From an optimization exercise on the open Yosys and OpenROAD flow, aimed at small area; shortcuts taken in it are not production practice. Where RTL was checked, it was by simulation tests only, not by an equivalence proof against the original. Power is estimated from default activity; no workload was simulated.

==> inputs of trial 51 <==
## P14_Pong
module P14_Pong(
    output VGA_RED,
    output VGA_GREEN,
    output VGA_BLUE,
    output VGA_HSYNC,
    output VGA_VSYNC,
	 output LED_0,
	 output LED_1,
	 output LED_2,
	 output LED_3,
	 output LED_4,
	 output LED_5,
	 output LED_6,
	 output LED_7,
	 input  ROT_A,
	 input  ROT_B,
	 input  SW_0,
	 input  SW_1,
	 input  SW_2,
	 input  SW_3,
	 input  RST,
	 input  CLK
);
Settings: LEC_CHECK=0, CAP_MARGIN=20, CORE_MARGIN=2, CORE_UTILIZATION=40, SLEW_MARGIN=20; clock period 10.0 ns.
standard.sh (not shown) runs the stock make flow with config.mk's settings and CLKGATE_MAP_FILE= SYNTH_SCRIPT=/design/flow/synth_recipe.tcl, a recipe that flattens the netlist after the stock synthesis.
==> flow/flow/run.sh <==
#!/bin/bash
# Own layout flow: the standard flow (standard.sh) with
#  - an area-oriented synthesis: ABC maps with flow/area.abc, adders are left
#    to ABC instead of full/half-adder cells, no Kogge-Stone carry lookahead;
#  - port buffers of the smallest buffer cell;
#  - a clock tree of small clock buffers without dummy loads.
# Each tool's output is in standard.log and in orfs/logs/.
set -euo pipefail
W=$(pwd)
export AREA_ABC_SCRIPT=$W/flow/area.abc
export BUFFER_PORTS_ARGS="-buffer_cell sky130_fd_sc_hd__buf_1"
export CTS_ARGS="-sink_clustering_enable -repair_clock_nets -dont_use_dummy_load -buf_list sky130_fd_sc_hd__clkbuf_8 -sink_clustering_size 40 -sink_clustering_max_diameter 200"
bash standard.sh SYNTH_SCRIPT=$W/flow/area_synth.tcl ADDER_MAP_FILE= SYNTH_OPERATIONS_ARGS=-booth finish > $W/standard.log 2>&1
==> flow/flow/area.abc <==
strash
dc2
dch -f
amap
mfs2 -a
strash
dc2
dch -f
amap
mfs2 -a
strash
dch -f
amap
topo
==> flow/flow/area_synth.tcl <==
# The standard flow's synthesis (synth_recipe.tcl, unchanged) with ABC's cell-mapping script
# replaced by an area-oriented one. Only the mapping of combinational logic
# changes: the registers, their names and their cell types stay as in the
# standard synthesis.
proc abc {args} {
  set i [lsearch -exact $args -script]
  if { $i >= 0 } {
    set args [lreplace $args $i [expr {$i + 1}] -script $::env(AREA_ABC_SCRIPT)]
  }
  yosys abc {*}$args
}
source [file join [file dirname $::env(FLOW_CONFIG)] synth_recipe.tcl]
==> inputs of build 85, as changes to trial 51 <==
--- a/flow/design.v
+++ b/flow/design.v
@@ -88,29 +88,20 @@
 reg [8:0]  relY;
 wire xAt0  = &relX;              
 wire xAt8  = (relX == 11'd7);    
 wire xAt16 = (relX == 11'd15);   
 wire yAt0  = (relY == 9'd0);     
 wire yAt8  = (relY == 9'd8);
 wire yAt16 = (relY == 9'd16);
 wire ball = (relX[10:4] == 0) & (relY[8:4] == 0);
-wire [10:0] bd = {1'b0, CounterX} - {1'b0, BouncerPosition};
-wire manualBouncer = ~bd[10] & (bd[9:7] == 0) & (|bd[6:3]) & ~((&bd[6:3]) & (|bd[2:0]));
-reg abLo, abHi;
-reg [2:0] abT;
-wire relMid = ((relX[10:6] == 5'b11111) & (relX[5:4] != 2'b00)) |
-              ((relX[10:6] == 5'b11111) & (relX[5:3] == 3'b010)) |
-              ((relX[10:6] == 5'b00000) & (relX[5:3] != 3'b111));
-wire relLo  = (relX[10:3] == 8'b11111001) & (relX[2:0] >= abT);
-wire relHi  = (relX[10:3] == 8'b00000111) & (relX[2:0] <= abT);
-wire xIn8   = (CounterX[9:7] == 0) & (|CounterX[6:3]) & ~((&CounterX[6:3]) & (|CounterX[2:0]));   
-wire xIn468 = (CounterX >= 10'd468) & (CounterX <= 10'd580);
-wire autoBouncer = abLo ? xIn8 : abHi ? xIn468 : (relMid | relLo | relHi);
-wire Bouncer = (SW_0 ? autoBouncer : manualBouncer) & (CounterY[8:4] == 27);
+reg [8:0] AutoBouncerOfs;
+wire [9:0] bpos = SW_0 ? {1'b0, AutoBouncerOfs} : BouncerPosition;
+wire [10:0] bd = {1'b0, CounterX} - {1'b0, bpos};    
+wire Bouncer = ~bd[10] & (bd[9:7] == 0) & (|bd[6:3]) & ~((&bd[6:3]) & (|bd[2:0])) & (CounterY[8:4] == 27);
 wire border = (CounterX[9:3]==0) || (CounterX[9:3]==72) || (CounterY[8:3]==0) || (CounterY[8:3]==59);
 wire BouncingObject = border | Bouncer;
 reg ball_dirX, ball_dirY;
 wire ResetCollision = (CounterX == 10'd1) & (CounterY == 9'd500);
 reg CollisionX1, CollisionX2, CollisionY1, CollisionY2;
 always @(posedge clk) if(RST | ResetCollision) CollisionX1<=0; else if(BouncingObject & xAt0  & yAt8 ) CollisionX1<=1;
 always @(posedge clk) if(RST | ResetCollision) CollisionX2<=0; else if(BouncingObject & xAt16 & yAt8 ) CollisionX2<=1;
 always @(posedge clk) if(RST | ResetCollision) CollisionY1<=0; else if(BouncingObject & xAt8  & yAt0 ) CollisionY1<=1;
@@ -133,38 +124,36 @@
 always @(posedge clk)
 if(RST) begin
 	relX <= 11'd1511;    
 	relY <= 9'd112;      
 end else begin
 	relX <= relX + kX;
 	relY <= relY + kY;
 end
+wire [10:0] ballX = -relX;
+wire [10:0] bx60 = ballX - 11'd60;
 always @(posedge clk)
 if(RST)
 begin
 	ball_dirX <= 1'b0;
 	ball_dirY <= 1'b0;
-	abLo <= 1'b1;    
-	abHi <= 1'b0;
-	abT  <= 3'd3;
+	AutoBouncerOfs <= 9'd0;
 end
 else if(UpdateBallPosition)
 begin
 	if(~(CollisionX1 & CollisionX2))
 	begin
 		if(CollisionX2) ball_dirX <= 1; else if(CollisionX1) ball_dirX <= 0;
 	end
 	if(~(CollisionY1 & CollisionY2))
 	begin
 		if(CollisionY2) ball_dirY <= 1; else if(CollisionY1) ball_dirY <= 0;
 	end
-	abLo <= ($signed(relX) >= -11'sd60);     
-	abHi <= ($signed(relX) <= -11'sd520);    
-	abT  <= ~moveX ? 3'd3 : ball_dirX ? (SW_1 ? 3'd6 : 3'd4) : (SW_1 ? 3'd0 : 3'd2);
+	AutoBouncerOfs <= (ballX[9:0]<=60) ? 9'd0 : (ballX[9:0]>=520) ? 9'd460 : bx60[8:0];
 end
 wire R = ((~SW_2 & (border | Bouncer | ball)) | (SW_2 & (border | Bouncer)));
 wire G = ((~SW_2 & (border | Bouncer | ball)) | (SW_2 & (border)));
 wire B = ((~SW_2 & (border | Bouncer | ball)) | (SW_2 & (ball)));
 reg VGA_R, VGA_G, VGA_B;
 assign VGA_RED   = VGA_R;
 assign VGA_GREEN = VGA_G;
 assign VGA_BLUE  = VGA_B;
==> flow/run.sh (new file) <==
#!/bin/bash
# synth_recipe.tcl (not shown) runs the flow's synth.tcl, then flattens the netlist and writes it again
# the make line also repeats each setting of config.mk as NAME=value (left out here)
make -C /OpenROAD-flow-scripts/flow DESIGN_CONFIG=/design/flow/config.mk WORK_HOME=/design/flow/orfs CLKGATE_MAP_FILE= SYNTH_SCRIPT=/design/flow/synth_recipe.tcl finish
removed: flow/flow/run.sh
removed: flow/flow/area.abc
removed: flow/flow/area_synth.tcl
removed: flow/standard.sh
==> inputs of build 72, as changes to trial 51 <==
--- a/flow/design.v
+++ b/flow/design.v
@@ -63,53 +63,52 @@
 wire [8:0] CounterY;
 wire CounterXmaxed;
 hvsync_generator syncgen(.clk(clk), .rst(RST), .vga_h_sync(VGA_HSYNC), .vga_v_sync(VGA_VSYNC),
   .inDisplayArea(inDisplayArea), .CounterX(CounterX), .CounterY(CounterY), .CounterXmaxed(CounterXmaxed));
 reg [9:0] BouncerPosition;
 reg [2:0] quadAr, quadBr;
 always @(posedge clk) if(RST) quadAr <= 3'b000; else quadAr <= {quadAr[1:0], ROT_A};
 always @(posedge clk) if(RST) quadBr <= 3'b000; else quadBr <= {quadBr[1:0], ROT_B};
+wire quadStep = quadAr[2] ^ quadAr[1] ^ quadBr[2] ^ quadBr[1];
+wire quadUp = quadAr[2] ^ quadBr[1];
+wire [9:0] bpSat = ~(BouncerPosition ^ {10{quadUp}});
+wire [10:0] bpLow;
+assign bpLow[0] = 1'b1;
+genvar gi;
+generate for (gi = 0; gi < 10; gi = gi + 1) begin : bpchain
+	assign bpLow[gi+1] = bpLow[gi] & bpSat[gi];
+end endgenerate
+wire bpGo = quadStep & ~bpLow[10];
 always @(posedge clk)
 if(RST)
 	BouncerPosition <= 10'd256;
-else if(quadAr[2] ^ quadAr[1] ^ quadBr[2] ^ quadBr[1])
-begin
-	if(quadAr[2] ^ quadBr[1])
-	begin
-		if(~&BouncerPosition)
-			BouncerPosition <= BouncerPosition + 1;
-	end
-	else
-	begin
-		if(|BouncerPosition)
-			BouncerPosition <= BouncerPosition - 1;
-	end
-end
-reg [10:0] relX;
-reg [8:0]  relY;
-wire xAt0  = &relX;              
-wire xAt8  = (relX == 11'd7);    
-wire xAt16 = (relX == 11'd15);   
-wire yAt0  = (relY == 9'd0);     
+else
+	BouncerPosition <= BouncerPosition ^ ({10{bpGo}} & bpLow[9:0]);
+reg [9:0] relX;
+reg [8:0] relY;
+wire relXmax = relX[9] & (&relX[7:0]);    
+wire xAt0  = relXmax;                     
+wire xAt8  = (relX == 10'd7);             
+wire xAt16 = (relX == 10'd15);            
+wire yAt0  = (relY == 9'd0);              
 wire yAt8  = (relY == 9'd8);
 wire yAt16 = (relY == 9'd16);
-wire ball = (relX[10:4] == 0) & (relY[8:4] == 0);
-wire [10:0] bd = {1'b0, CounterX} - {1'b0, BouncerPosition};
-wire manualBouncer = ~bd[10] & (bd[9:7] == 0) & (|bd[6:3]) & ~((&bd[6:3]) & (|bd[2:0]));
-reg abLo, abHi;
-reg [2:0] abT;
-wire relMid = ((relX[10:6] == 5'b11111) & (relX[5:4] != 2'b00)) |
-              ((relX[10:6] == 5'b11111) & (relX[5:3] == 3'b010)) |
-              ((relX[10:6] == 5'b00000) & (relX[5:3] != 3'b111));
-wire relLo  = (relX[10:3] == 8'b11111001) & (relX[2:0] >= abT);
-wire relHi  = (relX[10:3] == 8'b00000111) & (relX[2:0] <= abT);
+wire ball = (relX[9:4] == 0) & (relY[8:4] == 0);
+wire [10:0] bd = {1'b0, CounterX} + {1'b1, ~BouncerPosition};   
+wire manualBouncer = ~bd[10] & (bd[9:7] == 0) & ((bd[6:3] != 0) | (bd[2:0] == 7)) & (bd[6:3] != 4'hf);   
+reg [2:0] abS;
+wire abClamp = abS[2] & abS[0];
+wire relMid = (relX[9] & relX[7] & relX[6] & (relX[5] | relX[4])) |    
+              ((relX[9:6] == 4'b0000) & (relX[5:3] != 3'b111));         
+wire relLo  = relX[9] & (relX[7:3] == 5'b11001) & (relX[2:0] >= abS);   
+wire relHi  = (relX[9:3] == 7'b0000111) & (relX[2:0] <= abS);           
 wire xIn8   = (CounterX[9:7] == 0) & (|CounterX[6:3]) & ~((&CounterX[6:3]) & (|CounterX[2:0]));   
 wire xIn468 = (CounterX >= 10'd468) & (CounterX <= 10'd580);
-wire autoBouncer = abLo ? xIn8 : abHi ? xIn468 : (relMid | relLo | relHi);
+wire autoBouncer = abClamp ? (abS[1] ? xIn8 : xIn468) : (relMid | relLo | relHi);
 wire Bouncer = (SW_0 ? autoBouncer : manualBouncer) & (CounterY[8:4] == 27);
 wire border = (CounterX[9:3]==0) || (CounterX[9:3]==72) || (CounterY[8:3]==0) || (CounterY[8:3]==59);
 wire BouncingObject = border | Bouncer;
 reg ball_dirX, ball_dirY;
 wire ResetCollision = (CounterX == 10'd1) & (CounterY == 9'd500);
 reg CollisionX1, CollisionX2, CollisionY1, CollisionY2;
 always @(posedge clk) if(RST | ResetCollision) CollisionX1<=0; else if(BouncingObject & xAt0  & yAt8 ) CollisionX1<=1;
 always @(posedge clk) if(RST | ResetCollision) CollisionX2<=0; else if(BouncingObject & xAt16 & yAt8 ) CollisionX2<=1;
@@ -121,50 +120,48 @@
 assign LED_3 = CollisionY2;
 assign LED_7 = ROT_A;
 assign LED_6 = ROT_B;
 assign LED_5 = ball_dirX;
 assign LED_4 = ball_dirY;
 wire UpdateBallPosition = ResetCollision & SW_3;
 wire moveX = UpdateBallPosition & ~(CollisionX1 & CollisionX2);
 wire moveY = UpdateBallPosition & ~(CollisionY1 & CollisionY2);
-wire [10:0] stepX = ball_dirX ? (SW_1 ? -11'd3 : -11'd1) : (SW_1 ? 11'd3 : 11'd1);
-wire [8:0]  stepY = ball_dirY ? (SW_1 ? -9'd3 : -9'd1) : (SW_1 ? 9'd3 : 9'd1);
-wire [10:0] kX = CounterXmaxed ? -11'd767 : moveX ? 11'd1 - stepX : 11'd1;
-wire [8:0]  kY = CounterXmaxed ? 9'd1 : moveY ? -stepY : 9'd0;
+wire [9:0] stepX = ball_dirX ? (SW_1 ? -10'd3 : -10'd1) : (SW_1 ? 10'd3 : 10'd1);
+wire [8:0] stepY = ball_dirY ? (SW_1 ? -9'd3 : -9'd1) : (SW_1 ? 9'd3 : 9'd1);
+wire [9:0] kX = moveX ? 10'd1 - stepX : 10'd1;
+wire [8:0] kY = CounterXmaxed ? 9'd1 : moveY ? -stepY : 9'd0;
 always @(posedge clk)
 if(RST) begin
-	relX <= 11'd1511;    
+	relX <= 10'd231;     
 	relY <= 9'd112;      
 end else begin
-	relX <= relX + kX;
+	relX <= relXmax ? 10'd0 : relX + kX;
 	relY <= relY + kY;
 end
 always @(posedge clk)
 if(RST)
 begin
 	ball_dirX <= 1'b0;
 	ball_dirY <= 1'b0;
-	abLo <= 1'b1;    
-	abHi <= 1'b0;
-	abT  <= 3'd3;
+	abS <= 3'd7;    
 end
 else if(UpdateBallPosition)
 begin
 	if(~(CollisionX1 & CollisionX2))
 	begin
 		if(CollisionX2) ball_dirX <= 1; else if(CollisionX1) ball_dirX <= 0;
 	end
 	if(~(CollisionY1 & CollisionY2))
 	begin
 		if(CollisionY2) ball_dirY <= 1; else if(CollisionY1) ball_dirY <= 0;
 	end
-	abLo <= ($signed(relX) >= -11'sd60);     
-	abHi <= ($signed(relX) <= -11'sd520);    
-	abT  <= ~moveX ? 3'd3 : ball_dirX ? (SW_1 ? 3'd6 : 3'd4) : (SW_1 ? 3'd0 : 3'd2);
+	abS <= (relX >= 10'd708) ? 3'd7 :                  
+	       (relX <= 10'd248) ? 3'd5 :                  
+	       ~moveX ? 3'd3 : ball_dirX ? (SW_1 ? 3'd6 : 3'd4) : (SW_1 ? 3'd0 : 3'd2);
 end
 wire R = ((~SW_2 & (border | Bouncer | ball)) | (SW_2 & (border | Bouncer)));
 wire G = ((~SW_2 & (border | Bouncer | ball)) | (SW_2 & (border)));
 wire B = ((~SW_2 & (border | Bouncer | ball)) | (SW_2 & (ball)));
 reg VGA_R, VGA_G, VGA_B;
 assign VGA_RED   = VGA_R;
 assign VGA_GREEN = VGA_G;
 assign VGA_BLUE  = VGA_B;
==> flow/flow/run.sh (replaced) <==
#!/bin/bash
# Own layout flow: the standard flow (standard.sh) with
#  - an area-oriented synthesis: ABC maps with flow/area.abc, adders are left
#    to ABC instead of full/half-adder cells, no Kogge-Stone carry lookahead;
#  - port buffers of the smallest buffer cell;
#  - a clock tree of small clock buffers without dummy loads.
# Each tool's output is in standard.log and in orfs/logs/.
set -euo pipefail
W=$(pwd)
export AREA_ABC_SCRIPT=$W/flow/area.abc
export BUFFER_PORTS_ARGS="-buffer_cell sky130_fd_sc_hd__buf_1"
export CTS_ARGS="-sink_clustering_enable -repair_clock_nets -dont_use_dummy_load -buf_list sky130_fd_sc_hd__clkbuf_4 -root_buf sky130_fd_sc_hd__clkbuf_8 -sink_clustering_size 12"
bash standard.sh SYNTH_SCRIPT=$W/flow/area_synth.tcl ADDER_MAP_FILE= SYNTH_OPERATIONS_ARGS=-booth finish > $W/standard.log 2>&1
==> summary.txt <==
Build 72 ran to the end with no violations. Build 85 ran to the end with no violations. Trial 51 passed the timing, design-rule and antenna checks.
Between build 72 and build 85, the lower clock-buffer cell count is in build 72 (gap 4).
Synthesized cell count, highest first: build 85, trial 51, build 72.
Clock skew: build 85 is lower than trial 51 (8.4 ps).
Cell area: build 72 < trial 51 < build 85.
In build 72 the worst hold slack is lower than in build 85, by 1.7 ps.
Between build 72 and trial 51, the lower synthesized area is in build 72 (gap 6.4%, measured against trial 51).
Sequential share of layout area, highest first: build 72, trial 51, build 85.
In non-clock buffer count, build 72 and build 85 do not differ.
Core utilization, highest first: build 85, build 72, trial 51.
Against trial 51, the final cell count of build 85 is larger by about 12%.
==> figures <==
| item | build 85 | build 72 | trial 51 |
|---|---|---|---|
| Result of the run | timing/DRC/antenna clean | timing/DRC/antenna clean | timing/DRC/antenna clean |
| Post-synthesis instance total | 586 | 506 | 534 |
| Proportion of total power due to net switching | 29.9% | 27.3% | 29.4% |
| Share of cell area taken by multi-input logic gates | 58.0% | 48.8% | 49.9% |
| Cell area after layout | 0.00543 mm2 | 0.00385 mm2 | 0.00410 mm2 |
| Initial Utilization | 40.7% | 40.8% | 41.0% |
| Critical register-to-register path startpoint | syncgen.CounterY[0] | syncgen.CounterX[5] | syncgen.CounterY[5] |
| Maximum ir drop on the vdd rail | 0.0612 mV | 0.0785 mV | 0.0612 mV |
| Vias | 4083 | 3439 | 3841 |
| Met2 track demand over resource in global routing | 30.8% | 29.3% | 31.3% |
| Dominant cell by count in the synthesized netlist | sky130_fd_sc_hd__dfxtp_1 | sky130_fd_sc_hd__nor2_1 | sky130_fd_sc_hd__nor2_1 |
| Root cell of the clock tree | sky130_fd_sc_hd__clkbuf_16 | sky130_fd_sc_hd__clkbuf_8 | sky130_fd_sc_hd__clkbuf_8 |
| Number of register bits inferred by synthesis | 75 | 68 | 71 |
| Mux cell area share after synthesis | 2.30% | 0% | 0% |
| Worst hold slack | 439 ps | 437 ps | 447 ps |
| Worst hold endpoint | quadAr[1] | quadBr[2] | quadAr[1] |
| Worst Reg-to-Reg Cells | 15 | 23 | 25 |
| Sequential portion of the cell area | 27.6% | 35.3% | 34.7% |
| Transition time at the pin with the least slew margin | 937 ps | 797 ps | 1000 ps |
| Core area | 0.0119 mm2 | 0.00864 mm2 | 0.00920 mm2 |
| Fill cell instance count of the final layout | 1208 | 907 | 980 |
| Number of stages on the worst hold path | 1 | 2 | 1 |
The RTL of trial 51 and build 72 was laid out without a check of its function.

[separate check: timing with driven ports]
No port has a modelled driver above. Below, the same layouts with a new extraction and two added sets of constraints.
Step 1 (the two cells are an assumption about what drives the block):
set clk [get_ports {CLK}]
set_driving_cell -lib_cell sky130_fd_sc_hd__clkbuf_16 $clk
set_driving_cell -lib_cell sky130_fd_sc_hd__buf_2 [delete_from_list [all_inputs] $clk]
Step 2 adds t to the input delays and takes it off the output delays; t is the mean of the earliest and latest rising clock arrival at the registers after step 1. Input paths then give back, and output paths get back, about the clock's delay inside the block.
Three values: no drivers, after step 1, after step 2; two values: the first two.
run	shift t [ns]	setup slack, ns	hold WS [ns]
trial 51	0.370	3.932 / 3.940 / 3.569	0.447 / 0.447 / 0.447
build 85	0.378	4.865 / 4.850 / 4.472	0.439 / 0.439 / 0.439
build 72	0.363	3.831 / 3.844 / 3.481	0.437 / 0.437 / 0.437
After both steps setup and hold are still met in every run listed. The setup slack of build 85, which loses most, moves by -0.015 ns with the drivers and by -0.393 ns with both steps.
